From an optimization exercise on the open Yosys and OpenROAD flow, aimed at small area and a short achievable clock period; shortcuts taken in it are not production practice. Only simulation tests tie the RTL to the original design; equivalence was not proved. Power and IR drop assume default switching activity.

## lagoon
Design Processor, start of the top module:
module Processor(clk, rst, interrupt, in_port, imem_addr, imem_data, dmem_re, dmem_we, dmem_addr, dmem_wdata, dmem_rdata, out_valid, out_port);
==> flow/config.mk <==
export PLATFORM = sky130hd
export DESIGN_NAME = Processor
export DESIGN_NICKNAME = Processor
export VERILOG_FILES = /design/flow/design.v
export SDC_FILE = /design/flow/constraint.sdc
export NUM_CORES = 4
export LEC_CHECK = 0
export CAP_MARGIN = 20
export CORE_MARGIN = 2
export CORE_UTILIZATION = 40
export CTS_CLUSTER_DIAMETER = 100
export CTS_CLUSTER_SIZE = 20
export PLACE_DENSITY = 0.6
export SLEW_MARGIN = 20
==> flow/constraint.sdc <==
create_clock -name core_clock -period 12.0 [get_ports {clk}]
set_input_delay 2.4000 -clock core_clock [delete_from_list [all_inputs] [get_ports {clk}]]
set_output_delay 2.4000 -clock core_clock [all_outputs]
set_load 0.01 [all_outputs]
standard.sh (not shown) runs the stock make flow with config.mk's settings and CLKGATE_MAP_FILE= SYNTH_SCRIPT=/design/flow/synth_recipe.tcl, a recipe that flattens the netlist after the stock synthesis.
==> flow/flow/run.sh <==
#!/bin/bash
# Own layout flow: the standard layout (standard.sh) with
#  - port buffers of buf_2 cells instead of the default delay-buffer cells,
#  - repair_timing aiming for a setup slack of SETUP_MARGIN ns at the design's clock period.
# Each tool's full output goes to a log file in the work folder.
set -euo pipefail
WORK=$(cd "$(dirname "$0")/.." && pwd)
cd "$WORK"
SETUP_MARGIN=$(cat flow/setup_margin.txt)
ORIG=$(grep -o "SYNTH_SCRIPT=[^ ]*" standard.sh | head -1 | cut -d= -f2- | tr -d "'")
test -f "$ORIG"
cat > "$WORK/synth_abc.tcl" <<EOT
proc abc {args} {
  set i [lsearch -exact \$args -script]
  if { \$i >= 0 } {
    lset args [expr {\$i + 1}] $WORK/flow/abc_area_delay.script
  }
  yosys abc {*}\$args
}
source $ORIG
EOT
sed -e "s#SYNTH_SCRIPT=[^ ]*#SYNTH_SCRIPT=$WORK/synth_abc.tcl #" standard.sh > flow_standard.sh
grep -q "SYNTH_SCRIPT=$WORK/synth_abc.tcl" flow_standard.sh
bash flow_standard.sh \
  "BUFFER_PORTS_ARGS=-buffer_cell sky130_fd_sc_hd__buf_2" \
  "SETUP_SLACK_MARGIN=$SETUP_MARGIN" \
  finish > "$WORK/flow_make.log" 2>&1
test -f out/final.def
==> flow/flow/abc_area_delay.script <==
&get -n
&st
&dch -f
&nf
&put
buffer -c
topo
stime -c
upsize -c
dnsize -c
==> flow/flow/setup_margin.txt <==
8.4
Changes in raven relative to lagoon:
# lagoon
export LEC_CHECK = 0
export CAP_MARGIN = 20
export CORE_MARGIN = 2
export CORE_UTILIZATION = 40
export CTS_CLUSTER_DIAMETER = 100
export CTS_CLUSTER_SIZE = 20
export PLACE_DENSITY = 0.6
export SLEW_MARGIN = 20
create_clock -name core_clock -period 12.0 [get_ports {clk}]
# raven
export LEC_CHECK = 0
export CAP_MARGIN = 10
export CORE_MARGIN = 2
export CORE_UTILIZATION = 40
export CTS_CLUSTER_DIAMETER = 100
export CTS_CLUSTER_SIZE = 20
export PLACE_DENSITY = 0.6
export SLEW_MARGIN = 10
create_clock -name core_clock -period 12.0 [get_ports {clk}]
Notes after the runs:
On clock network fraction of total power, lagoon tracks raven almost exactly.
After detailed routing, lagoon needs less wire than raven.
Layout-stage area growth over the synthesis result ended up 0.58 points higher on raven than on lagoon.

Starting RTL as in the previous note.
==> flow/config.mk <==
export PLATFORM = sky130hd
export DESIGN_NAME = Processor
export DESIGN_NICKNAME = Processor
export VERILOG_FILES = /design/flow/design.v
export SDC_FILE = /design/flow/constraint.sdc
export NUM_CORES = 4
export LEC_CHECK = 0
export CAP_MARGIN = 20
export CORE_MARGIN = 2
export CORE_UTILIZATION = 40
export CTS_CLUSTER_DIAMETER = 100
export CTS_CLUSTER_SIZE = 20
export PLACE_DENSITY = 0.6
export SLEW_MARGIN = 20
==> flow/constraint.sdc <==
create_clock -name core_clock -period 12.0 [get_ports {clk}]
set_input_delay 2.4000 -clock core_clock [delete_from_list [all_inputs] [get_ports {clk}]]
set_output_delay 2.4000 -clock core_clock [all_outputs]
set_load 0.01 [all_outputs]
==> flow/flow/setup_margin.txt <==
8.5
Scripts as last shown in full above: flow/flow/run.sh, flow/flow/abc_area_delay.script
Then changed:
==> flow/flow/abc_area_delay.script (replaced) <==
&get -n
&st
&dch
&nf
&put
buffer -c
topo
stime -c
upsize -c
dnsize -c
==> flow/flow/setup_margin.txt (replaced) <==
8.3
Outcome:
- power came out higher by 2.4%
- final area came out lower by 3.1%
- final cell count came out lower by 0.88%
- fmax came out lower by 4.1%
- synthesized area came out higher by 0.98%
- clock-buffer cell count came out higher by 1
- routed wire length came out higher by 2.7%
- worst hold slack degrades by 0.020 ns

==> separate check: timing with driven ports <==
The results above use ideal ports. As a check the final layouts listed here were re-extracted and re-timed, cells and wires unchanged.
Step 1 (the two cells are an assumption about what drives the block):
set clk [get_ports {clk}]
set_driving_cell -lib_cell sky130_fd_sc_hd__clkbuf_16 $clk
set_driving_cell -lib_cell sky130_fd_sc_hd__buf_2 [delete_from_list [all_inputs] $clk]
Step 2 adds t to the input delays and takes it off the output delays; t is the mean of the earliest and latest rising clock arrival at the registers after step 1. Input paths then give back, and output paths get back, about the clock's delay inside the block.
Slacks: ideal / step 1 / step 2; pairs: ideal / step 1.
run | shift t [ns] | slack for setup (ns) | worst register clock-pin slew, ns
lagoon | 0.631 | 8.419 / 8.362 / 7.840 | 0.10 / 0.10
raven | 0.651 | 8.395 / 8.337 / 7.831 | 0.10 / 0.10
the first run of note 2 | 0.647 | 8.468 / 8.409 / 7.909 | 0.10 / 0.10
the second run of note 2 | 0.648 | 8.316 / 8.255 / 7.854 | 0.09 / 0.09
After both steps every run listed still meets setup and hold. The setup slack of lagoon, which loses most, moves by -0.057 ns with the drivers and by -0.579 ns with both steps.
